From an optimization exercise on the open Yosys and OpenROAD flow, aimed at small area, a short achievable clock period and few clock cycles; shortcuts taken in it are not production practice. At most, simulation tests tie the RTL to the original design; equivalence was not proved. The RTL of runs 2 to 5 was laid out without a check of its function.

**config.mk**
```make
export PLATFORM = sky130hd
export DESIGN_NAME = LCD_CTRL
export DESIGN_NICKNAME = LCD_CTRL
export VERILOG_FILES = /design/flow/design.v
export SDC_FILE = /design/flow/constraint.sdc
export NUM_CORES = 8
export LEC_CHECK = 0
export CAP_MARGIN = 20
export CORE_MARGIN = 2
export CORE_UTILIZATION = 40
export CTS_BUF_LIST = sky130_fd_sc_hd__clkbuf_16
export CTS_CLUSTER_DIAMETER = 60
export CTS_CLUSTER_SIZE = 20
export SLEW_MARGIN = 20
```
**constraint.sdc**
```tcl
create_clock -name core_clock -period 11.0 [get_ports {clk}]
set_input_delay 2.2000 -clock core_clock [delete_from_list [all_inputs] [get_ports {clk}]]
set_output_delay 2.2000 -clock core_clock [all_outputs]
set_load 0.01 [all_outputs]
```
**design.v**
```verilog
module LCD_CTRL(clk, reset, IROM_Q, cmd, cmd_valid, IROM_EN, IROM_A, IRB_RW, IRB_D, IRB_A, busy, done);
input clk;
input reset;
input [7:0] IROM_Q;
input [2:0] cmd;
input cmd_valid;
output IROM_EN;
output [5:0] IROM_A;
output IRB_RW;
output [7:0] IRB_D;
output [5:0] IRB_A;
output busy;
output done;
reg        IROM_EN;
reg  [5:0] IROM_A;
reg        IRB_RW;
reg  [7:0] IRB_D;
reg  [5:0] IRB_A;
reg        busy;
reg        done;
localparam [383:0] SPIRAL = 384'hff8fb9df0f7abe8f3b9e07d85d01c03c8181142103db1d72ba9d339a179959138934a30bb6ab2b96275a55251392371b;
genvar gi, gj;
integer i, j;
reg  [511:0] img;         
reg  [6:0]   n;           
reg  [6:0]   ln;          
reg          fx, fy, tr;  
reg  [63:0]  pend;        
reg  [2:0]   Xm, Ym;      
reg  [6:0]   rtm, clm;    
reg  [6:0]   rt, cl;      
reg  [7:0]   wv [0:3];    
reg  [2:0]   c_r;         
reg          v_r;
reg          ok;          
reg          fin;         
reg  [5:0]   land_a;      
reg          land_v;
wire is_data = c_r[2] & (c_r[1] | c_r[0]);               
wire exec    = v_r & (~is_data | ok);                    
wire exec_d  = v_r & is_data & ok;
wire accept  = cmd_valid & ~busy & ~done;
wire a_up = accept & (cmd == 3'd1) & ~rtm[0];
wire a_dn = accept & (cmd == 3'd2) & ~rtm[6];
wire a_lf = accept & (cmd == 3'd3) & ~clm[0];
wire a_rt = accept & (cmd == 3'd4) & ~clm[6];
wire [7:0] rw  = {1'b0, rt} | {rt, 1'b0};                
wire [7:0] cw  = {1'b0, cl} | {cl, 1'b0};
wire [7:0] rwn = {1'b0, rtm} | {rtm, 1'b0};              
wire [7:0] cwn = {1'b0, clm} | {clm, 1'b0};
wire [63:0] win_c, win_n, land_dec;
generate
for (gi = 0; gi < 64; gi = gi + 1) begin : msk
    assign win_c[gi]    = rw[gi/8] & cw[gi%8];
    assign win_n[gi]    = rwn[gi/8] & cwn[gi%8];
    assign land_dec[gi] = land_v & (land_a == gi);
end
endgenerate
function [3:0] cls_or;
    input [63:0] m;
    integer p;
    begin
        cls_or = 4'd0;
        for (p = 0; p < 64; p = p + 1)
            cls_or[{p[3], p[0]}] = cls_or[{p[3], p[0]}] | m[p];
    end
endfunction
wire [7:0] s1 = wv[0] ^ wv[1] ^ wv[2];
wire [8:0] c1 = {(wv[0] & wv[1]) | (wv[0] & wv[2]) | (wv[1] & wv[2]), 1'b0};
wire [8:0] s2 = {1'b0, s1} ^ c1 ^ {1'b0, wv[3]};
wire [9:0] c2 = {({1'b0, s1} & c1) | ({1'b0, s1} & {1'b0, wv[3]}) | (c1 & {1'b0, wv[3]}), 1'b0};
wire [9:0] sum = pfx_add({1'b0, s2}, c2);
function [9:0] pfx_add;
    input [9:0] a, b;
    reg [9:0] g, p, gg, pp;
    integer d, q;
    begin
        g = a & b; p = a ^ b; gg = g; pp = p;
        for (d = 1; d < 10; d = d * 2)
            for (q = 9; q >= 0; q = q - 1)
                if (q >= d) begin
                    gg[q] = gg[q] | (pp[q] & gg[q-d]);
                    pp[q] = pp[q] & pp[q-d];
                end
        pfx_add = p ^ {gg[8:0], 1'b0};
    end
endfunction
reg  [7:0] nv [0:3];      
always @(*) begin
    for (i = 0; i < 4; i = i + 1)
        case (c_r[1:0])
        2'b10:   nv[i] = wv[i ^ 2];           
        2'b11:   nv[i] = wv[i ^ 1];           
        default: nv[i] = sum[9:2];            
        endcase
end
reg [7:0] rd [0:3];
always @(*) begin
    for (i = 0; i < 4; i = i + 1) rd[i] = 8'd0;
    for (j = 0; j < 64; j = j + 1)
        rd[{j[3], j[0]}] = rd[{j[3], j[0]}] | ({8{win_n[j]}} & img[j*8 +: 8]);
end
wire [2:0] dy = (Ym > 3'd4) ? Ym - 3'd4 : 3'd4 - Ym;
wire [2:0] dx = (Xm > 3'd4) ? Xm - 3'd4 : 3'd4 - Xm;
wire dcd = (n == 7'd4) | (n == 7'd16) | (n == 7'd36);
wire trd = dcd ? (dx > dy) : tr;
wire fxd = dcd ? (Xm > 3'd4) : fx;
wire fyd = dcd ? (Ym > 3'd4) : fy;
wire [5:0] sa = sp_addr(n[5:0]);
wire [2:0] sr = trd ? sa[2:0] : sa[5:3];
wire [2:0] sc = trd ? sa[5:3] : sa[2:0];
wire [5:0] ia_nx = {sr ^ {3{fyd}}, sc ^ {3{fxd}}};       
function [5:0] sp_addr;
    input [5:0] n;
    case (n)
    6'd0: sp_addr = 6'd27;
    6'd1: sp_addr = 6'd28;
    6'd2: sp_addr = 6'd35;
    6'd3: sp_addr = 6'd36;
    6'd4: sp_addr = 6'd19;
    6'd5: sp_addr = 6'd20;
    6'd6: sp_addr = 6'd18;
    6'd7: sp_addr = 6'd21;
    6'd8: sp_addr = 6'd26;
    6'd9: sp_addr = 6'd29;
    6'd10: sp_addr = 6'd34;
    6'd11: sp_addr = 6'd37;
    6'd12: sp_addr = 6'd43;
    6'd13: sp_addr = 6'd44;
    6'd14: sp_addr = 6'd42;
    6'd15: sp_addr = 6'd45;
    6'd16: sp_addr = 6'd11;
    6'd17: sp_addr = 6'd12;
    6'd18: sp_addr = 6'd10;
    6'd19: sp_addr = 6'd13;
    6'd20: sp_addr = 6'd9;
    6'd21: sp_addr = 6'd14;
    6'd22: sp_addr = 6'd17;
    6'd23: sp_addr = 6'd22;
    6'd24: sp_addr = 6'd25;
    6'd25: sp_addr = 6'd30;
    6'd26: sp_addr = 6'd33;
    6'd27: sp_addr = 6'd38;
    6'd28: sp_addr = 6'd51;
    6'd29: sp_addr = 6'd52;
    6'd30: sp_addr = 6'd41;
    6'd31: sp_addr = 6'd46;
    6'd32: sp_addr = 6'd50;
    6'd33: sp_addr = 6'd53;
    6'd34: sp_addr = 6'd49;
    6'd35: sp_addr = 6'd54;
    6'd36: sp_addr = 6'd3;
    6'd37: sp_addr = 6'd4;
    6'd38: sp_addr = 6'd2;
    6'd39: sp_addr = 6'd5;
    6'd40: sp_addr = 6'd1;
    6'd41: sp_addr = 6'd6;
    6'd42: sp_addr = 6'd8;
    6'd43: sp_addr = 6'd15;
    6'd44: sp_addr = 6'd0;
    6'd45: sp_addr = 6'd7;
    6'd46: sp_addr = 6'd16;
    6'd47: sp_addr = 6'd23;
    6'd48: sp_addr = 6'd24;
    6'd49: sp_addr = 6'd31;
    6'd50: sp_addr = 6'd32;
    6'd51: sp_addr = 6'd39;
    6'd52: sp_addr = 6'd59;
    6'd53: sp_addr = 6'd60;
    6'd54: sp_addr = 6'd40;
    6'd55: sp_addr = 6'd47;
    6'd56: sp_addr = 6'd58;
    6'd57: sp_addr = 6'd61;
    6'd58: sp_addr = 6'd48;
    6'd59: sp_addr = 6'd55;
    6'd60: sp_addr = 6'd57;
    6'd61: sp_addr = 6'd62;
    6'd62: sp_addr = 6'd56;
    6'd63: sp_addr = 6'd63;
    endcase
endfunction
function [5:0] rk;
    input [2:0] y, x;
    case ({y, x})
    {3'd1, 3'd1}: rk = 6'd44;
    {3'd1, 3'd2}: rk = 6'd40;
    {3'd1, 3'd3}: rk = 6'd38;
    {3'd1, 3'd4}: rk = 6'd37;
    {3'd1, 3'd5}: rk = 6'd39;
    {3'd1, 3'd6}: rk = 6'd41;
    {3'd1, 3'd7}: rk = 6'd45;
    {3'd2, 3'd1}: rk = 6'd46;
    {3'd2, 3'd2}: rk = 6'd22;
    {3'd2, 3'd3}: rk = 6'd18;
    {3'd2, 3'd4}: rk = 6'd17;
    {3'd2, 3'd5}: rk = 6'd19;
    {3'd2, 3'd6}: rk = 6'd23;
    {3'd2, 3'd7}: rk = 6'd47;
    {3'd3, 3'd1}: rk = 6'd48;
    {3'd3, 3'd2}: rk = 6'd24;
    {3'd3, 3'd3}: rk = 6'd8;
    {3'd3, 3'd4}: rk = 6'd5;
    {3'd3, 3'd5}: rk = 6'd9;
    {3'd3, 3'd6}: rk = 6'd25;
    {3'd3, 3'd7}: rk = 6'd49;
    {3'd4, 3'd1}: rk = 6'd50;
    {3'd4, 3'd2}: rk = 6'd26;
    {3'd4, 3'd3}: rk = 6'd10;
    {3'd4, 3'd4}: rk = 6'd3;
    {3'd4, 3'd5}: rk = 6'd11;
    {3'd4, 3'd6}: rk = 6'd27;
    {3'd4, 3'd7}: rk = 6'd51;
    {3'd5, 3'd1}: rk = 6'd54;
    {3'd5, 3'd2}: rk = 6'd30;
    {3'd5, 3'd3}: rk = 6'd14;
    {3'd5, 3'd4}: rk = 6'd13;
    {3'd5, 3'd5}: rk = 6'd15;
    {3'd5, 3'd6}: rk = 6'd31;
    {3'd5, 3'd7}: rk = 6'd55;
    {3'd6, 3'd1}: rk = 6'd58;
    {3'd6, 3'd2}: rk = 6'd34;
    {3'd6, 3'd3}: rk = 6'd32;
    {3'd6, 3'd4}: rk = 6'd29;
    {3'd6, 3'd5}: rk = 6'd33;
    {3'd6, 3'd6}: rk = 6'd35;
    {3'd6, 3'd7}: rk = 6'd59;
    {3'd7, 3'd1}: rk = 6'd62;
    {3'd7, 3'd2}: rk = 6'd60;
    {3'd7, 3'd3}: rk = 6'd56;
    {3'd7, 3'd4}: rk = 6'd53;
    {3'd7, 3'd5}: rk = 6'd57;
    {3'd7, 3'd6}: rk = 6'd61;
    {3'd7, 3'd7}: rk = 6'd63;
    default: rk = 6'd63;
    endcase
endfunction
wire [2:0] Xf = fx ? 3'd0 - Xm : Xm;                     
wire [2:0] Yf = fy ? 3'd0 - Ym : Ym;
wire [2:0] Xb = tr ? Yf : Xf;
wire [2:0] Yb = tr ? Xf : Yf;
wire [3:0] ia_r = 4'b0001 << IROM_A[4:3];
wire [3:0] ia_c = 4'b0001 << IROM_A[1:0];
wire conf_n = ~IROM_EN & |(ia_r & (rwn[3:0] | rwn[7:4])) & |(ia_c & (cwn[3:0] | cwn[7:4]));
wire ok_n = ({1'b0, rk(Yb, Xb)} < ln) & ~conf_n;
wire [3:0] fwd = cls_or(win_n & land_dec);
wire [63:0] wc = pend & ~(fin ? 64'd0 : win_c);
wire [63:0] wc_p;
generate
for (gi = 0; gi < 64; gi = gi + 1) begin : wp
    assign wc_p[gi] = wc[SPIRAL[(63-gi)*6 +: 6]];
end
endgenerate
wire [63:0] wg_p = wc_p & ~pre_or(wc_p);
reg  [63:0] wg;
always @(*) begin
    wg = 64'd0;
    for (j = 0; j < 64; j = j + 1)
        wg[SPIRAL[(63-j)*6 +: 6]] = wg_p[j];
end
reg  [7:0]  wrow, wcol;
always @(*) begin
    wrow = 8'd0; wcol = 8'd0;
    for (j = 0; j < 64; j = j + 1) begin
        wrow[j/8] = wrow[j/8] | wg[j];
        wcol[j%8] = wcol[j%8] | wg[j];
    end
end
reg  [7:0]  wr_r, wc_r;
reg         wv_r;
reg  [7:0]  wd;
always @(*) begin
    wd = 8'd0;
    for (j = 0; j < 64; j = j + 1)
        wd = wd | ({8{wr_r[j/8] & wc_r[j%8]}} & img[j*8 +: 8]);
end
function [2:0] enc8;
    input [7:0] v;
    enc8 = {|v[7:4], |{v[7:6], v[3:2]}, |{v[7], v[5], v[3], v[1]}};
endfunction
wire wany = |wc;
function [63:0] pre_or;
    input [63:0] v;
    reg [63:0] s;
    integer d, q;
    begin
        s = v;
        for (d = 1; d < 64; d = d * 2)
            for (q = 63; q >= 0; q = q - 1)
                if (q >= d) s[q] = s[q] | s[q-d];
        pre_or = {s[62:0], 1'b0};
    end
endfunction
wire [3:0] r4 = rw[3:0] | rw[7:4];
wire [3:0] c4 = cw[3:0] | cw[7:4];
wire [7:0] wbus [0:15];
generate
for (gi = 0; gi < 4; gi = gi + 1) begin : wbr
    for (gj = 0; gj < 4; gj = gj + 1) begin : wbc
        wire s = exec_d & r4[gi] & c4[gj];
        assign wbus[gi*4+gj] = s ? nv[(gi%2)*2 + gj%2] : IROM_Q;
    end
end
endgenerate
always @(posedge clk) begin
    for (j = 0; j < 64; j = j + 1)
        if (land_dec[j] | (exec_d & win_c[j]))
            img[j*8 +: 8] <= wbus[((j/8)%4)*4 + (j%8)%4];
end
wire       fin_n   = fin | (accept & (cmd == 3'd0));
wire       v_r_n   = accept | (v_r & ~exec);
wire [2:0] c_r_n   = accept ? cmd : c_r;
wire       busy_n  = fin_n | (v_r_n & c_r_n[2] & (c_r_n[1] | c_r_n[0]) & ~ok_n);
always @(posedge clk or posedge reset) begin
    if (reset) begin
        Xm <= 3'd4; Ym <= 3'd4; rtm <= 7'b0001000; clm <= 7'b0001000;
        rt <= 7'b0001000; cl <= 7'b0001000;
        c_r <= 3'd0; v_r <= 1'b0; ok <= 1'b0; fin <= 1'b0;
        busy <= 1'b0; done <= 1'b0;
        fx <= 1'b0; fy <= 1'b0; tr <= 1'b0;
        n <= 7'd1; ln <= 7'd0; pend <= 64'd0;
        IROM_A <= 6'd27; IROM_EN <= 1'b0;
        land_a <= 6'd0; land_v <= 1'b0;
        IRB_RW <= 1'b1; wv_r <= 1'b0;
    end else begin
        c_r <= c_r_n; v_r <= v_r_n; fin <= fin_n; busy <= busy_n;
        Ym  <= a_up ? Ym - 3'd1 : a_dn ? Ym + 3'd1 : Ym;
        Xm  <= a_lf ? Xm - 3'd1 : a_rt ? Xm + 3'd1 : Xm;
        rtm <= a_up ? {1'b0, rtm[6:1]} : a_dn ? {rtm[5:0], 1'b0} : rtm;
        clm <= a_lf ? {1'b0, clm[6:1]} : a_rt ? {clm[5:0], 1'b0} : clm;
        rt <= rtm; cl <= clm;
        fx <= fxd; fy <= fyd; tr <= trd;
        ok <= ok_n;
        IROM_A <= ia_nx;
        IROM_EN <= n[6];
        n <= n + {6'd0, ~n[6]}; ln <= n;
        land_a <= IROM_A; land_v <= ~IROM_EN;
        pend <= (pend & ~wg) | land_dec | (exec_d ? win_c : 64'd0);
        wv_r <= wany; IRB_RW <= ~wv_r;
        done <= done | (fin & ~|pend & ~wv_r & n[6] & IROM_EN & ~land_v);
    end
end
always @(posedge clk) begin
    wr_r <= wrow; wc_r <= wcol; IRB_A <= {enc8(wr_r), enc8(wc_r)}; IRB_D <= wd;
    for (i = 0; i < 4; i = i + 1)
        wv[i] <= exec_d ? nv[i] : (fwd[i] ? IROM_Q : rd[i]);
end
endmodule
```
**flow/run.sh**
```bash
#!/bin/bash
# Layout: the standard flow (standard.sh), unchanged, except that its
# timing repair (floorplan, CTS and global-route repair_timing) aims at a
# setup margin of 7.5 ns instead of 0, so it sizes the critical paths for a
# shorter period. The SDC, the clock period and every other step are the
# standard ones. make's full output goes to flow.log here; each ORFS step
# writes its own log under orfs/logs/.
set -euo pipefail
bash standard.sh SETUP_SLACK_MARGIN=7.5 finish > flow.log 2>&1
```
**standard.sh**
```bash
#!/bin/bash
# synth_recipe.tcl (not shown) runs the flow's synth.tcl, then flattens the netlist and writes it again
# the make line also repeats each setting of config.mk as NAME=value (left out here)
make -C /OpenROAD-flow-scripts/flow DESIGN_CONFIG=/design/flow/config.mk WORK_HOME=/design/flow/orfs CLKGATE_MAP_FILE= SYNTH_SCRIPT=/design/flow/synth_recipe.tcl "${@:-finish}"
```
==> flow_summary.toml, run 1 <==
[yosys]
syn_inst = 3182
ys_types = 96
ys_seq_area_frac = 0.557
yosysWarnings = 4
synthArstFlopShare = 0.194
syn_avg_cell_area_um2 = 11.3
ys_ff_latch = 712
synthFlopType = "edfxtp_1"
synth-edff-count = 512
post_synth_instance_area_mm2 = 0.0360
syn-num-nets = 3251

[placed_design]
place_ws_ns = 6.39
dpl.hpwl_um = 123000
gp_congestion = 1.08
port-buffer-count = 37

[die]
start_util = 0.402
pin_count = 38
core_mm2 = 0.0896
die_x_um = 304
rows = 110
die_h_um = 304
dieArea_mm2 = 0.0925

[timing]
finalMaxSlewViolations = 0
max_freq_mhz = 278
rsz0062_at_grt = "true"
finalSetupTns_ns = 0
fin_crit_sh = 0.327
worst_pin_slew_ns = 1.32
slew_headroom = 0.118
setup_ws_ns = 7.40
fin_skew_ns = 0.0318
period_needed_ns = 3.60
hold_viol = 0
setup_viol_count_final = 0

[global_routing]
overflow = 0
track_usage = 0.371
grt_pass1_vias = 30595
antenna_found_initial = 7
grt_max_degree = 56
grt_pass1_wl_um = 242000

[cts]
numCtsBuffers = 54
htree_levels = 2
cts_tree = "done"
clkSlewWorstSetupHoldPaths_ns = 0.08
cts-root-buf = "clkbuf_16"
insertion_delay_ns = 0.67
clockBufferDepth = 3
hold_buffers = 0
cts_sinks = 712

[layout]
drive_gt1_frac = 0.198
num-nets-final = 3345
syn_to_final_growth_pct = 17.2

[detailed_routing]
drtPass1Iterations = 10
drc = 0
wirelength_um = 177000
post_drt_via_cell_ratio = 7.32
drt-initial-drc-count = 6114
antenna_left = 0
wl_per_cell_um = 39.4
vias = 32941

[hold_path]
min_path_type = "register to register"

[run]
maxCapViolations = 0

[critical_path]
criticalPathCategory = "register to register"
start_kind = "register"
r2r_setup_slack_ns = 7.40
required_ns = 11.38
end_kind = "register"
crit_fanout = 5
critPathArrivalTime_ns = 3.98

[run_status]
status = "timing/DRC/antenna clean"
-- routing by layer --
metal	routed length, µm	track usage
met5	119	0.00207
met4	17400	0.274
met3	25500	0.114
met2	73600	0.543
met1	60500	0.464
-- timing repair --
action,CTS,global route
setup endpoints to repair,454,470
setup buffers,50,22
endpoints found under the hold margin,0,0
pin swaps,37,38
resized for setup,227,98
-- critical path, stage by stage, from the launching register on --
cell      delay, ns
dfxtp_2        0.33
fa_1           0.59
fa_1           0.46
ha_1           0.28
and4b_1        0.18
o21ai_2        0.19
a21boi_4       0.10
o41ai_4        0.36
mux2i_1        0.23
buf_4          0.15
and3_4         0.34
a21oi_4        0.11
-- worst paths after layout --
path | from | end | cells after the start
setup / recovery | wv[0][2] | img[30] | 11
hold / removal | IROM_A[5] | land_a[5] | 0
setup reg to reg | wv[0][2] | img[30] | 11
hold reg to reg | IROM_A[5] | land_a[5] | 0
max in group asynchronous | reset | pend[17] | 3
min in group asynchronous | reset | land_a[4] | 2
-- synthesized netlist by cell type, types with 10 or more instances --
cell	n	share of area
a21o_1	47	0.0098
a21oi_1	183	0.025
a221oi_1	143	0.035
a222oi_1	38	0.011
a22o_1	200	0.049
a22oi_1	99	0.021
a31oi_1	10	0.0017
a32oi_1	13	0.0032
and2_1	11	0.0019
and3_1	17	0.0030
buf_1	31	0.0032
clkbuf_1	173	0.018
dfrtp_1	126	0.087
dfstp_2	12	0.0087
dfxtp_1	62	0.034
edfxtp_1	512	0.43
fa_1	18	0.010
ha_1	37	0.013
inv_1	67	0.0070
mux2_2	56	0.017
mux2i_1	106	0.029
nand2_1	158	0.016
nand2b_1	27	0.0047
nand3_1	153	0.021
nand4_1	82	0.014
nor2_1	251	0.026
nor2b_1	36	0.0062
nor3_1	48	0.0067
nor4_1	33	0.0057
o2111ai_1	11	0.0027
o211ai_1	12	0.0025
o21a_1	15	0.0031
o21ai_0	99	0.014
o21ai_1	40	0.0056
o21bai_1	22	0.0046
o22ai_1	76	0.013
or2_2	10	0.0017
xnor2_1	14	0.0034
-- layout make-up --
cell class	instances	area (µm²)
Fill cell	8083	47400
Sequential cell	712	20100
Multi-Input combinational cell	2186	16400
Timing Repair Buffer	250	2160
Tap cell	1176	1470
Clock buffer	57	1430
Clock inverter	44	412
Inverter	72	283
Antenna cell	1	2.50
-- cells in the final DEF, fill, tap and decap left out, types with 30 or more instances in the layout --
master,n
a21o_1,47
a21oi_1,107
a21oi_4,57
a221oi_1,142
a222oi_1,38
a22o_1,200
a22oi_1,99
buf_4,193
clkbuf_16,57
dfrtp_1,120
dfxtp_1,44
edfxtp_1,512
ha_1,31
inv_1,68
mux2_2,52
mux2i_1,94
nand2_1,157
nand3_1,151
nand4_1,82
nor2_1,225
nor2b_1,35
nor3_1,39
nor4_1,30
o21ai_0,76
o21ai_1,43
o22ai_1,52
-- state kept, by name (all words and copies together), names as in the netlist, 3 cells and up --
register and count:
img 512, pend 64, wv 32, IRB_D 8, wc_r 8, wr_r 8
cl 7, clm 7, n 7, rt 7, rtm 7, IRB_A 6
IROM_A 6, land_a 6, ln 6, Xm 3, Ym 3, c_r 3
-- metrics by stage --
| stage | util | cells | area [µm²] | hold slack, ns |
|---|---|---|---|---|
| final | 0.471 | 4498 | 42200 | 0.420 |
| after global routing | 0.471 | 4497 | 42200 | 0.427 |
| after CTS | 0.463 | 4475 | 41500 | 0.421 |
| after detailed placement | 0.429 | 4324 | 38400 | 0.403 |
| after global placement | 0.429 | 4322 | 38400 | 0.401 |
| after floorplan | - | 3182 | 36100 | 0.352 |
-- logic make-up after synthesis --
logic type                 count (synthesis)  share of synthesized area
AOI/OAI and AO/OA                       1059                      0.212
xor gates and xnor gates                  16                    0.00389
adders and majority gates                 56                     0.0231
buffers and inverters                    284                     0.0303
DFF                                      712                      0.557
muxes                                    162                     0.0469
and+or+nand+nor                          893                      0.126
Testbench counts, summed over its fixed seeds: cycles 5,582.
==> run 2, diff against run 1 <==
--- a/design.v
+++ b/design.v
@@ -245,3 +245,3 @@
 wire [3:0] fwd = cls_or(win_n & land_dec);
-wire [63:0] wc = pend & ~(fin ? 64'd0 : win_c);
+wire [63:0] wc = pend & ~(fin ? 64'd0 : (win_c | win_n));
 wire [63:0] wc_p;
==> flow_summary.toml, run 2 <==
[run_status]
status = "timing/DRC/antenna clean"

[cts]
clkSlewWorstSetupHoldPaths_ns = 0.07
htree_levels = 3
hold_buffers = 0
insertion_delay_ns = 0.69
clockBufferDepth = 3
cts-root-buf = "clkbuf_16"
numCtsBuffers = 74
cts_sinks = 712
cts_tree = "done"

[timing]
max_freq_mhz = 267
fin_skew_ns = 0.0492
finalMaxSlewViolations = 0
finalSetupTns_ns = 0
hold_viol = 0
setup_ws_ns = 7.25
worst_pin_slew_ns = 1.35
slew_headroom = 0.102
setup_viol_count_final = 0
period_needed_ns = 3.75
rsz0062_at_grt = "true"
fin_crit_sh = 0.341

[placed_design]
dpl.cell_count = 4443
gp_congestion = 1.08
port-buffer-count = 37
place_ws_ns = 6.41
placed_cell_area_mm2 = 0.0391
dpl.hpwl_um = 139000

[hold_path]
min_path_type = "register to register"
worstHoldStart = "n[6]"
hold_end = "IROM_EN"
holdPathStages = 0

[yosys]
yosys.area.top_type = "edfxtp_1"
post_synth_instance_area_mm2 = 0.0370
synthFlopType = "edfxtp_1"
syn-num-nets = 3405
synth_area_leaders = "edfxtp_1 42%, dfrtp_1 8.5%, a22o_1 4.2%, dfxtp_1 3.4%, a21oi_1 3.2%"
ys_top_cells_by_count = "512 x edfxtp_1, 254 x nor2_1, 239 x a21oi_1, 179 x a22o_1, 174 x clkbuf_1"
ys_ff_latch = 712
syn_inst = 3336
ys_types = 94
synth-edff-count = 512
ys_seq_area_frac = 0.543
yosysTopAreaCellShare = 0.416
yosysMostFrequentCell = "edfxtp_1"
yosysWarnings = 4
synthArstFlopShare = 0.194
syn_avg_cell_area_um2 = 11.1

[detailed_routing]
wl_per_cell_um = 43.3
vias = 35147
post_drt_via_cell_ratio = 7.52
antenna_left = 0
drt-initial-drc-count = 7115
wirelength_um = 202000
drtPass1Iterations = 11
drc = 0

[critical_path]
crit_fanout = 22
ff2ff_path_depth = 9
worstSetupStartpoint = "rtm[5]"
critPathArrivalTime_ns = 4.21
required_ns = 11.46
r2r_setup_slack_ns = 7.25
end_kind = "register"
start_kind = "register"
r2r_start = "rtm[5]"
criticalPathCategory = "register to register"
rr_endpoint = "wv[1][1]"

[run]
maxCapViolations = 0

[die]
die_h_um = 308
pin_count = 38
die_x_um = 308
rows = 111
start_util = 0.403
core_mm2 = 0.0917
dieArea_mm2 = 0.0948

[global_routing]
antenna_found_initial = 14
grt_pass1_wl_um = 273000
grt.met2_usage = 0.583
grt_max_degree = 76
overflow = 0
track_usage = 0.420
met1_usage = 0.493
grt_busiest_layer = "met2"
met3_usage = 0.191
grt_pass1_vias = 32621

[layout]
stdcell_count = 4671
syn_to_final_growth_pct = 18.5
largest_register_ffs = 512
post-route-util = 0.478
num-nets-final = 3489
drive_gt1_frac = 0.214
largestRegisters = "img x512, pend x64, wv x32"
mostFrequentLayoutCells = "512 x edfxtp_1, 233 x nor2_1, 204 x buf_4, 177 x a22o_1, 161 x a21oi_1"
largest_register = "img"
final_common_cell = "edfxtp_1"
fin_area_mm2 = 0.0438
run 2: cell count changes after synthesis, moves of 21 or more:
cell	previous run	this run
a22o_1	200	179
a32oi_1	13	40
o21ai_1	40	9
nand3_1	153	118
o22a_1	1	22
o22ai_1	76	106
o21ai_0	99	124
a21oi_1	183	239
buf_2	4	40
mux2i_1	106	74
a22oi_1	99	130
run 2: worst max-delay path: stages (launching register included):
cell and delay [ns]:
dfrtp_1 0.42, buf_4 0.36, nor2_1 0.22, nor2b_2 0.92, a21oi_1 0.16, o22ai_1 0.19
nor3_2 0.07, buf_4 0.22, mux2i_1 0.20, o21ai_0 0.77
run 2: repair_timing:
item,in CTS,in global routing
pin swaps,20,42
hold endpoints to repair,0,0
setup buffers,54,30
cloned,0,1
gates resized for setup,215,155
setup endpoints to repair,687,686
run 2: area by class of cell:
cell class                      instances  area (µm²)
Clock buffer                           76        1900
Fill cell                            8312       47900
Tap cell                             1186        1480
Multi-Input combinational cell       2280       17000
Inverter                               80         309
Clock inverter                         61         632
Timing Repair Buffer                  272        2380
Antenna cell                            4        10.0
Sequential cell                       712       20100
run 2: cell families after synthesis:
kind of cell	synth area share
AOI/OAI and AO/OA	0.234
and+or+nand+nor	0.120
DFF	0.543
buffers and inverters	0.0386
muxes	0.0377
adders and majority gates	0.0225
xor gates and xnor gates	0.00379
run 2: per-layer routing:
layer / wire length (µm) / up-vias
met1: 67000 / 16890
met3: 31900 / 1160
met2: 80500 / 3624
met4: 23000 / 14
li1: - / 13459
met5: 96 / -
run 2: per-stage QoR:
step                hold WS [ns]
floorplan                  0.349
global placement           0.355
detailed placement         0.361
CTS                        0.382
global route               0.393
finish                     0.378
run 2: how the worst max path moves through the flow:
stage / end / depth (start not counted)
final: wv[1][1] / 9
after global routing: img[509] / 15
after detailed placement: Ym[2] / 9
after floorplan: Ym[2] / 10
after global placement: Ym[2] / 9
after CTS: pend[34] / 9
==> run 3, diff against run 2 <==
--- a/design.v
+++ b/design.v
@@ -245,3 +245,15 @@
 wire [3:0] fwd = cls_or(win_n & land_dec);
-wire [63:0] wc = pend & ~(fin ? 64'd0 : (win_c | win_n));
+wire [3:0] chg;
+generate
+for (gi = 0; gi < 4; gi = gi + 1) begin : cg
+    assign chg[gi] = (nv[gi] != wv[gi]);
+end
+endgenerate
+wire [63:0] chg_m;
+generate
+for (gi = 0; gi < 64; gi = gi + 1) begin : cgm
+    assign chg_m[gi] = chg[{gi[3], gi[0]}];
+end
+endgenerate
+wire [63:0] wc = pend & ~(fin ? 64'd0 : win_c);
 wire [63:0] wc_p;
@@ -336,3 +348,3 @@
         land_a <= IROM_A; land_v <= ~IROM_EN;
-        pend <= (pend & ~wg) | land_dec | (exec_d ? win_c : 64'd0);
+        pend <= (pend & ~wg) | land_dec | (exec_d ? (win_c & chg_m) : 64'd0);
         wv_r <= wany; IRB_RW <= ~wv_r;
==> flow_summary.toml, run 3 <==
[run_status]
status = "timing/DRC/antenna clean"

[run]
maxCapViolations = 0

[hold_path]
min_path_type = "register to register"

[global_routing]
track_usage = 0.414
antenna_found_initial = 21
grt_pass1_wl_um = 274000
grt_max_degree = 56
grt_pass1_vias = 32398
overflow = 0

[critical_path]
start_kind = "register"
critPathTopFamily = "adder cells"
rr_endpoint = "pend[32]"
ff2ff_path_depth = 14
crit_cells = 14
worstSetupStartpoint = "wv[1][2]"
r2r_setup_slack_ns = 6.77
r2r_start = "wv[1][2]"
path_buf_inv = 4
criticalPathCategory = "register to register"
required_ns = 11.56
critPathArrivalTime_ns = 4.79
crit_end = "pend[32]"
end_kind = "register"
slowest_stage = "fa_1"
crit_fanout = 16
critPathMaxStageDelay_ns = 0.56
path_cells = "fa_1, fa_1, ha_1, nand4_1, buf_6, buf_4, a211oi_2, o21ai_4, nor2_4, xnor2_1, or4_4, buf_12, buf_4, a31o_4"

[yosys]
synth-edff-count = 512
ys_ff_latch = 712
synthArstFlopShare = 0.194
yosysWarnings = 4
syn-num-nets = 3499
yosysMostFrequentCell = "edfxtp_1"
syn_inst = 3430
synthFlopType = "edfxtp_1"
post_synth_instance_area_mm2 = 0.0375
ys_top_cells_by_count = "512 x edfxtp_1, 338 x nor2_1, 197 x clkbuf_1, 175 x a21oi_1, 175 x a22o_1"
yosysTopAreaCellShare = 0.410
synth_area_leaders = "edfxtp_1 41%, dfrtp_1 8.4%, a22o_1 4.1%, nor2_1 3.4%, dfxtp_1 3.3%"
ys_types = 98
yosys.area.top_type = "edfxtp_1"
syn_avg_cell_area_um2 = 10.9
ys_seq_area_frac = 0.536

[timing]
slew_headroom = 0.162
max_freq_mhz = 236
fin_crit_sh = 0.385
rsz0062_at_grt = "true"
fin_skew_ns = 0.0363
finalSetupTns_ns = 0
hold_viol = 0
period_needed_ns = 4.23
setup_viol_count_final = 0
worst_pin_slew_ns = 1.25
finalMaxSlewViolations = 0

[cts]
htree_levels = 3
insertion_delay_ns = 0.69
clkSlewWorstSetupHoldPaths_ns = 0.08
cts_sinks = 712
numCtsBuffers = 75
cts_tree = "done"
cts-root-buf = "clkbuf_16"
clockBufferDepth = 3

[placed_design]
dpl.hpwl_um = 143000
gp_congestion = 1.09
port-buffer-count = 37

[detailed_routing]
vias = 36246
drc = 0
wirelength_um = 203000
antenna_left = 0
wl_per_cell_um = 41.2
post_drt_via_cell_ratio = 7.38
drtPass1Iterations = 13
drt-initial-drc-count = 7441

[layout]
multi_input_area_mm2 = 0.0180
mostFrequentLayoutCells = "512 x edfxtp_1, 302 x nor2_1, 248 x buf_4, 175 x a22o_1, 160 x nand3_1"
largest_register_ffs = 512
drive_gt1_frac = 0.238
num-nets-final = 3654
largest_register = "img"
nFillCells = 8371
regArea_mm2 = 0.0202
syn_to_final_growth_pct = 21.3
post-route-util = 0.489
largestRegisters = "img x512, pend x64, wv x32"
final_common_cell = "edfxtp_1"

[die]
rows = 112
pin_count = 38
start_util = 0.403
core_mm2 = 0.0930
dieArea_mm2 = 0.0962
die_x_um = 310
die_h_um = 310
## run 3: cell types whose count changed in the layout (fill, tap and decap cells not counted), sizes merged, moves of 42 or more
cell | previous run | this run
nand3 | 118 | 166
a21o | 55 | 12
buf | 243 | 300
nor2 | 256 | 339
a21oi | 240 | 175
o21ai | 134 | 176
## run 3: worst min path at each step
stage | start | to | cells after the start
6_report | rtm[3] | rt[3] | 0
5_1_grt | rtm[3] | rt[3] | 0
4_1_cts | rtm[3] | rt[3] | 0
3_5_place_dp | rtm[3] | rt[3] | 0
3_3_place_gp | rtm[3] | rt[3] | 0
2_1_floorplan | clm[1] | cl[1] | 0
## run 3: cell type report
type	count	area share
timing repair inverter	1	0.000110
clock inverter	63	0.0163
timing repair buffer	327	0.0608
sequential	712	0.443
inverter	76	0.00655
multi-input combinational	2392	0.396
antenna	10	0.000550
clock buffer	77	0.0424
tap	1254	0.0345
## run 3: worst reg2reg max path, delay by kind of cell, from the launching register on
| family | cells | cell delay [ns] |
|---|---|---|
| and+or+nand+nor | 3 | 0.91 |
| xor gates and xnor gates | 1 | 0.10 |
| buffers and inverters | 4 | 0.64 |
| AOI/OAI and AO/OA | 3 | 0.75 |
| DFF | 1 | 0.35 |
| adders and majority gates | 3 | 1.34 |
## run 3: logic make-up (layout without fill, tap and decap cells)
group,Yosys count,after routing,synth area share
XOR/XNOR,53,53,0.0124
other,0,10,0
buffers and inverters,326,544,0.0343
multiplexers,157,157,0.0444
adder cells (fa/ha/maj),56,56,0.0222
AND/OR/NAND/NOR,1012,1012,0.134
flip-flops,712,712,0.536
AO/OA/AOI/OAI,1114,1114,0.216
## run 3: stage by stage
step | std cells | hold slack (ns) | setup WS, ns | cell area (µm²)
2_1_floorplan | 3430 | 0.352 | 7.09 | 37900
3_3_place_gp | 4628 | 0.416 | 6.26 | 40200
3_5_place_dp | 4628 | 0.416 | 6.20 | 40200
4_1_cts | 4848 | 0.447 | 6.83 | 44500
5_1_grt | 4903 | 0.472 | 6.67 | 45400
6_report | 4912 | 0.459 | 6.77 | 45500
## run 3: what timing repair did
item	4_1_cts	5_1_grt
hold buffers	0	0
cloned	1	0
gates resized for setup	283	141
setup endpoints to repair	679	530
buffers inserted	79	53
pin swaps	46	38
## run 3: layer usage
metal,global-route usage,part of all wire,vias up
li1,-,-,13959
met1,0.522,0.35,17700
met2,0.563,0.39,3655
met3,0.213,0.18,902
met4,0.234,0.080,30
met5,0.0248,0.0029,-
==> run 4, diff against run 3 <==
--- a/design.v
+++ b/design.v
@@ -245,14 +245,2 @@
 wire [3:0] fwd = cls_or(win_n & land_dec);
-wire [3:0] chg;
-generate
-for (gi = 0; gi < 4; gi = gi + 1) begin : cg
-    assign chg[gi] = (nv[gi] != wv[gi]);
-end
-endgenerate
-wire [63:0] chg_m;
-generate
-for (gi = 0; gi < 64; gi = gi + 1) begin : cgm
-    assign chg_m[gi] = chg[{gi[3], gi[0]}];
-end
-endgenerate
 wire [63:0] wc = pend & ~(fin ? 64'd0 : win_c);
@@ -292,2 +280,3 @@
 wire wany = |wc;
+wire wt = land_v & ~wv_r;
 function [63:0] pre_or;
@@ -348,4 +337,4 @@
         land_a <= IROM_A; land_v <= ~IROM_EN;
-        pend <= (pend & ~wg) | land_dec | (exec_d ? (win_c & chg_m) : 64'd0);
-        wv_r <= wany; IRB_RW <= ~wv_r;
+        pend <= (pend & ~wg) | (wt ? 64'd0 : land_dec) | (exec_d ? win_c : 64'd0);
+        wv_r <= wany; IRB_RW <= ~(wv_r | wt);
         done <= done | (fin & ~|pend & ~wv_r & n[6] & IROM_EN & ~land_v);
@@ -354,3 +343,5 @@
 always @(posedge clk) begin
-    wr_r <= wrow; wc_r <= wcol; IRB_A <= {enc8(wr_r), enc8(wc_r)}; IRB_D <= wd;
+    wr_r <= wrow; wc_r <= wcol;
+    if (wv_r) begin IRB_A <= {enc8(wr_r), enc8(wc_r)}; IRB_D <= wd; end
+    else      begin IRB_A <= land_a; IRB_D <= IROM_Q; end
     for (i = 0; i < 4; i = i + 1)
--- a/config.mk
+++ b/config.mk
@@ -11,4 +11,4 @@
 export CTS_BUF_LIST = sky130_fd_sc_hd__clkbuf_16
-export CTS_CLUSTER_DIAMETER = 60
-export CTS_CLUSTER_SIZE = 20
+export CTS_CLUSTER_DIAMETER = 70
+export CTS_CLUSTER_SIZE = 25
 export SLEW_MARGIN = 20
==> flow_summary.toml, run 4 <==
[timing]
max_freq_mhz = 268
fin_skew_ns = 0.0361
fin_crit_sh = 0.339
finalSetupTns_ns = 0
finalMaxSlewViolations = 0
slew_headroom = 0.126
setup_viol_count_final = 0
rsz0062_at_grt = "true"
period_needed_ns = 3.72
hold_viol = 0
worst_pin_slew_ns = 1.31

[placed_design]
port-buffer-count = 37
dpl.cell_count = 4365
placed_cell_area_mm2 = 0.0387
dpl.hpwl_um = 140000
gp_congestion = 1.12

[yosys]
synthArstFlopShare = 0.194
ys_top_cells_by_count = "512 x edfxtp_1, 267 x nor2_1, 190 x clkbuf_1, 186 x a21oi_1, 162 x a22o_1"
syn-num-nets = 3314
synth_area_leaders = "edfxtp_1 42%, dfrtp_1 8.6%, a22o_1 3.9%, dfxtp_1 3.4%, a221oi_1 3.3%"
ys_types = 96
synthFlopType = "edfxtp_1"
synth-edff-count = 512
post_synth_instance_area_mm2 = 0.0365
ys_ff_latch = 712
yosysMostFrequentCell = "edfxtp_1"
yosys.area.top_type = "edfxtp_1"
syn_inst = 3244
yosysTopAreaCellShare = 0.422
syn_avg_cell_area_um2 = 11.2
ys_seq_area_frac = 0.551
yosysWarnings = 4

[cts]
cts_tree = "done"
clkSlewWorstSetupHoldPaths_ns = 0.09
numCtsBuffers = 47
insertion_delay_ns = 0.68
cts-root-buf = "clkbuf_16"
htree_levels = 2
clockBufferDepth = 3
cts_sinks = 712
hold_buffers = 0

[layout]
final_common_cell = "edfxtp_1"
drive_gt1_frac = 0.199
mostFrequentLayoutCells = "512 x edfxtp_1, 243 x nor2_1, 173 x buf_4, 162 x a22o_1, 156 x nand2_1"
largestRegisters = "img x512, pend x64, wv x32"
stdcell_count = 4525
fin_area_mm2 = 0.0425
num-nets-final = 3375
largest_register = "img"
largest_register_ffs = 512
syn_to_final_growth_pct = 16.6

[critical_path]
criticalPathCategory = "register to register"
path_buf_inv = 2
start_kind = "register"
required_ns = 11.58
critPathTopFamily = "simple AND/OR/NAND/NOR gates"
path_cells = "buf_4, clkinv_1, nor2_1, a32oi_1, and3_1, nand3_1, nor4_1, nand4_1, o21a_1"
crit_fanout = 27
critPathMaxStageDelay_ns = 1.09
slowest_stage = "nor2_1"
critPathArrivalTime_ns = 4.30
r2r_start = "wr_r[2]"
worstSetupStartpoint = "wr_r[2]"
end_kind = "register"

[detailed_routing]
antenna_left = 0
drc = 0
wl_per_cell_um = 43.6
drt-initial-drc-count = 6982
vias = 34296
post_drt_via_cell_ratio = 7.58
wirelength_um = 197000
drtPass1Iterations = 14

[hold_path]
min_path_type = "register to register"
worstHoldStart = "IROM_A[5]"

[die]
die_h_um = 306
dieArea_mm2 = 0.0936
die_x_um = 306
start_util = 0.404
core_mm2 = 0.0901
pin_count = 38
rows = 110

[global_routing]
grt.met2_usage = 0.575
met1_usage = 0.504
track_usage = 0.410
grt_pass1_vias = 31594
grt_max_degree = 72
grt_busiest_layer = "met2"
grt_pass1_wl_um = 265000
overflow = 0
antenna_found_initial = 22
met3_usage = 0.179

[run_status]
status = "timing/DRC/antenna clean"

[run]
maxCapViolations = 0
-- run 4: changes by cell type after synthesis, moves of 13 or more --
cell,delta
xor2_1,-17
a22o_1,-13
buf_2,-19
xnor2_1,-16
o221ai_1,+36
a221o_1,-25
mux2i_1,+15
nand3_1,-36
o21ai_0,-28
nor2_1,-71
o22ai_1,+20
-- run 4: metrics by stage --
stage / setup slack [ns] / utilization / hold WS (ns)
after CTS: 7.29 / 0.456 / 0.426
final: 7.28 / 0.472 / 0.423
after global routing: 7.21 / 0.472 / 0.429
after detailed placement: 6.31 / 0.429 / 0.403
after floorplan: 6.95 / - / 0.352
after global placement: 6.33 / 0.429 / 0.425
-- run 4: path summary, 6_finish.rpt --
path	end	slack, ns	cells after the start
max	IRB_D[3]	7.28	9
min	land_a[5]	0.42	0
max reg2reg	IRB_D[3]	7.28	9
min reg2reg	land_a[5]	0.42	0
max in group asynchronous	n[0]	7.83	4
min in group asynchronous	pend[56]	1.90	2
-- run 4: area by class of cell --
type / instances / area (µm²)
fillers: 8051 / 47600
flip-flops and latches: 712 / 20100
multi-input cells: 2228 / 16700
repair buffers: 245 / 2190
well taps: 1176 / 1470
clock buffers: 50 / 1250
clock inverters: 37 / 448
inverters: 71 / 285
diodes: 6 / 15.0
-- run 4: per-layer routing --
metal | part of all wire | up-vias | wire length, µm
li1 | - | 13118 | -
met1 | 0.34 | 16770 | 68000
met2 | 0.40 | 3397 | 78300
met3 | 0.16 | 977 | 31200
met4 | 0.098 | 34 | 19200
met5 | 0.0026 | - | 515
-- run 4: logic make-up after synthesis --
| family | count (synthesis) | share of synthesized area |
|---|---|---|
| adders and majority gates | 57 | 0.0232 |
| xor gates and xnor gates | 20 | 0.00480 |
| buffers and inverters | 305 | 0.0324 |
| AOI/OAI and AO/OA | 1123 | 0.223 |
| and+or+nand+nor | 869 | 0.120 |
| muxes | 158 | 0.0453 |
| DFF | 712 | 0.551 |
-- run 4: repair_timing --
action | in CTS | in global routing
resized for setup | 174 | 180
gates cloned | 0 | 1
setup endpoints to repair | 604 | 704
buffers inserted | 29 | 35
pin swaps | 18 | 39
-- run 4: worst register-to-register path: cells and delay by family, from the launching register on --
kind,cells,cell delay [ns]
flip-flops,1,0.32
buffers and inverters,2,1.11
AND/OR/NAND/NOR,5,1.65
AO/OA/AOI/OAI,2,0.55
==> run 5, diff against run 4 <==
--- a/design.v
+++ b/design.v
@@ -35,2 +35,4 @@
 reg          ok;          
+reg          wb;          
+reg  [3:0]   ent;         
 reg          fin;         
@@ -240,5 +242,5 @@
 wire [2:0] Yb = tr ? Xf : Yf;
-wire [3:0] ia_r = 4'b0001 << IROM_A[4:3];
-wire [3:0] ia_c = 4'b0001 << IROM_A[1:0];
-wire conf_n = ~IROM_EN & |(ia_r & (rwn[3:0] | rwn[7:4])) & |(ia_c & (cwn[3:0] | cwn[7:4]));
+wire [3:0] ia_r = 4'b0001 << ia_nx[4:3];
+wire [3:0] ia_c = 4'b0001 << ia_nx[1:0];
+wire conf_n = ~n[6] & |(ia_r & (rwn[3:0] | rwn[7:4])) & |(ia_c & (cwn[3:0] | cwn[7:4]));
 wire ok_n = ({1'b0, rk(Yb, Xb)} < ln) & ~conf_n;
@@ -280,3 +282,2 @@
 wire wany = |wc;
-wire wt = land_v & ~wv_r;
 function [63:0] pre_or;
@@ -299,4 +300,4 @@
     for (gj = 0; gj < 4; gj = gj + 1) begin : wbc
-        wire s = exec_d & r4[gi] & c4[gj];
-        assign wbus[gi*4+gj] = s ? nv[(gi%2)*2 + gj%2] : IROM_Q;
+        wire s = wb & r4[gi] & c4[gj];
+        assign wbus[gi*4+gj] = s ? wv[(gi%2)*2 + gj%2] : IROM_Q;
     end
@@ -306,3 +307,3 @@
     for (j = 0; j < 64; j = j + 1)
-        if (land_dec[j] | (exec_d & win_c[j]))
+        if (land_dec[j] | (wb & win_c[j]))
             img[j*8 +: 8] <= wbus[((j/8)%4)*4 + (j%8)%4];
@@ -317,3 +318,3 @@
         rt <= 7'b0001000; cl <= 7'b0001000;
-        c_r <= 3'd0; v_r <= 1'b0; ok <= 1'b0; fin <= 1'b0;
+        c_r <= 3'd0; v_r <= 1'b0; ok <= 1'b0; fin <= 1'b0; wb <= 1'b0; ent <= 4'd0;
         busy <= 1'b0; done <= 1'b0;
@@ -332,3 +333,5 @@
         fx <= fxd; fy <= fyd; tr <= trd;
-        ok <= ok_n;
+        ok <= ok_n; wb <= exec_d;
+        ent <= ({4{a_up}} & (Ym[0] ? 4'b1100 : 4'b0011)) | ({4{a_dn}} & (Ym[0] ? 4'b0011 : 4'b1100))
+             | ({4{a_lf}} & (Xm[0] ? 4'b1010 : 4'b0101)) | ({4{a_rt}} & (Xm[0] ? 4'b0101 : 4'b1010));
         IROM_A <= ia_nx;
@@ -337,4 +340,4 @@
         land_a <= IROM_A; land_v <= ~IROM_EN;
-        pend <= (pend & ~wg) | (wt ? 64'd0 : land_dec) | (exec_d ? win_c : 64'd0);
-        wv_r <= wany; IRB_RW <= ~(wv_r | wt);
+        pend <= (pend & ~wg) | land_dec | (exec_d ? win_c : 64'd0);
+        wv_r <= wany; IRB_RW <= ~wv_r;
         done <= done | (fin & ~|pend & ~wv_r & n[6] & IROM_EN & ~land_v);
@@ -343,7 +346,5 @@
 always @(posedge clk) begin
-    wr_r <= wrow; wc_r <= wcol;
-    if (wv_r) begin IRB_A <= {enc8(wr_r), enc8(wc_r)}; IRB_D <= wd; end
-    else      begin IRB_A <= land_a; IRB_D <= IROM_Q; end
+    wr_r <= wrow; wc_r <= wcol; IRB_A <= {enc8(wr_r), enc8(wc_r)}; IRB_D <= wd;
     for (i = 0; i < 4; i = i + 1)
-        wv[i] <= exec_d ? nv[i] : (fwd[i] ? IROM_Q : rd[i]);
+        wv[i] <= exec_d ? nv[i] : fwd[i] ? IROM_Q : ent[i] ? rd[i] : wv[i];
 end
==> flow_summary.toml, run 5 <==
[run_status]
status = "timing/DRC/antenna clean"

[critical_path]
end_kind = "register"
path_cells = "buf_4, and2_0, a32oi_1, nand4_1, nor3_1, nand3_1, or4_1"
start_kind = "register"
slowest_stage = "or4_1"
critPathArrivalTime_ns = 4.13
crit_fanout = 36
required_ns = 11.53
critPathMaxStageDelay_ns = 0.69
criticalPathCategory = "register to register"

[layout]
drive_gt1_frac = 0.241
syn_to_final_growth_pct = 16.3
largestRegisters = "img x512, pend x64, wv x32"
mostFrequentLayoutCells = "544 x edfxtp_1, 203 x buf_4, 163 x nor2_1"
num-nets-final = 3294
largest_register = "img"
fin_area_mm2 = 0.0428
final_common_cell = "edfxtp_1"
largest_register_ffs = 512
stdcell_count = 4466

[cts]
cts_sinks = 717
clkSlewWorstSetupHoldPaths_ns = 0.10
htree_levels = 2
cts-root-buf = "clkbuf_16"
cts_tree = "done"
numCtsBuffers = 53
hold_buffers = 0
insertion_delay_ns = 0.72
clockBufferDepth = 3

[yosys]
yosysMostFrequentCell = "edfxtp_1"
synthFlopType = "edfxtp_1"
post_synth_instance_area_mm2 = 0.0368
yosysWarnings = 4
synth-edff-count = 544
synthArstFlopShare = 0.199
yosysTopAreaCellShare = 0.444
ys_seq_area_frac = 0.558
syn-num-nets = 3194
ys_ff_latch = 717
synth_area_leaders = "edfxtp_1 44%, dfrtp_1 8.9%, mux2_2 5.0%, a22o_1 3.8%, a22oi_1 3.4%"
ys_types = 97
yosys.area.top_type = "edfxtp_1"
syn_avg_cell_area_um2 = 11.8
syn_inst = 3126
ys_top_cells_by_count = "544 x edfxtp_1, 209 x nor2_1, 176 x clkbuf_1, 165 x a22oi_1, 165 x nand2_1"

[die]
core_mm2 = 0.0914
dieArea_mm2 = 0.0944
die_x_um = 307
pin_count = 38
die_h_um = 307
rows = 111
start_util = 0.403

[detailed_routing]
drtPass1Iterations = 10
vias = 34461
drt-initial-drc-count = 6709
wirelength_um = 216000
antenna_left = 0
wl_per_cell_um = 48.4
post_drt_via_cell_ratio = 7.72
drc = 0

[timing]
fin_skew_ns = 0.0347
finalSetupTns_ns = 0
hold_viol = 0
setup_ws_ns = 7.41
finalMaxSlewViolations = 0
fin_crit_sh = 0.327
max_freq_mhz = 278
worst_pin_slew_ns = 1.33
period_needed_ns = 3.59
rsz0062_at_grt = "true"
setup_viol_count_final = 0
slew_headroom = 0.111

[global_routing]
track_usage = 0.447
antenna_found_initial = 24
grt_pass1_wl_um = 284000
grt_pass1_vias = 31303
overflow = 0
grt_max_degree = 83

[placed_design]
port-buffer-count = 37
place_ws_ns = 6.23
gp_congestion = 1.07
dpl.hpwl_um = 151000
dpl.cell_count = 4280
placed_cell_area_mm2 = 0.0395

[run]
maxCapViolations = 0

[hold_path]
min_path_type = "register to register"
-- run 5: timing repair --
action | CTS | global route
setup endpoints to repair | 227 | 158
resized for setup | 151 | 108
pin swaps | 12 | 34
cloned | 0 | 1
setup buffers | 47 | 28
-- run 5: kinds of logic after synthesis --
logic type | after synthesis | synth area share
AO/OA/AOI/OAI | 1023 | 0.209
AND/OR/NAND/NOR | 804 | 0.111
flip-flops | 717 | 0.558
buffers and inverters | 289 | 0.0301
multiplexers | 218 | 0.0653
adder cells (fa/ha/maj) | 55 | 0.0223
XOR/XNOR | 20 | 0.00476
-- run 5: path summary, 6_finish.rpt --
check	to	slack (ns)	from	cells after the start
max in group asynchronous	pend[24]	7.93	reset	4
worst min-delay path	IRB_RW	0.41	wv_r	1
min in group asynchronous	busy	1.99	reset	3
worst min register to register	IRB_RW	0.41	wv_r	1
worst max-delay path	IRB_D[4]	7.41	wr_r[1]	7
worst max register to register	IRB_D[4]	7.41	wr_r[1]	7
-- run 5: routing by layer --
layer	part of all wire	wire length, µm	GRT usage	vias up
met1	0.37	79600	0.579	17242
met3	0.17	37600	0.231	849
met5	0.0015	314	0.0196	-
li1	-	-	-	12867
met2	0.38	82300	0.585	3469
met4	0.077	16700	0.261	34
-- run 5: worst max-delay path: cells and delay by family (launching register included) --
family | cells | cell delay, ns
simple gates | 5 | 2.06
buf+inv | 1 | 0.41
flops | 1 | 0.49
compound gates | 1 | 0.38
-- run 5: stage by stage --
step                       util  hold slack [ns]
after floorplan               -            0.349
after global placement    0.432            0.377
after detailed placement  0.432            0.395
after CTS                 0.460            0.406
after global routing      0.468            0.422
final                     0.468            0.409
-- run 5: layout make-up --
class | instances | area (µm²)
multi-input combinational | 2121 | 16400
inverter | 80 | 315
clock buffer | 55 | 1380
clock inverter | 44 | 591
tap | 1186 | 1480
fill | 8210 | 48600
timing repair buffer | 253 | 2030
sequential | 717 | 20600
antenna | 10 | 25.0

## re-timing with driven ports
The flow's constraints put no driver on any port. The routed layouts listed below were extracted and timed again, unchanged, in two steps. Step 1 assumes that a clkbuf_16 drives the clock port and a buf_2 every other input. Step 2 times the ports against the registers' clock, not the clock port: input delays grow and output delays shrink by t, the midpoint of the rising clock arrivals with the driver on. Slacks: ideal ports / drivers / drivers and shift; pairs: ideal ports / drivers.
run | t (ns) | setup slack, ns | worst setup path at the end | cell pins on the clock port's net
run 1 | 0.728 | 7.398 / 7.380 / 6.925 | input to register | 1
run 2 | 0.740 | 7.251 / 7.251 / 6.773 | input to register | 1
run 3 | 0.736 | 6.767 / 6.767 / 6.767 | register to register | 1
run 4 | 0.730 | 7.276 / 7.276 / 6.969 | input to register | 1
run 5 | 0.772 | 7.405 / 7.362 / 6.880 | input to register | 1
After both steps every run listed still meets setup and hold. For run 5, which loses most, drivers alone change the setup slack by -0.043 ns; drivers and shift together by -0.525 ns.
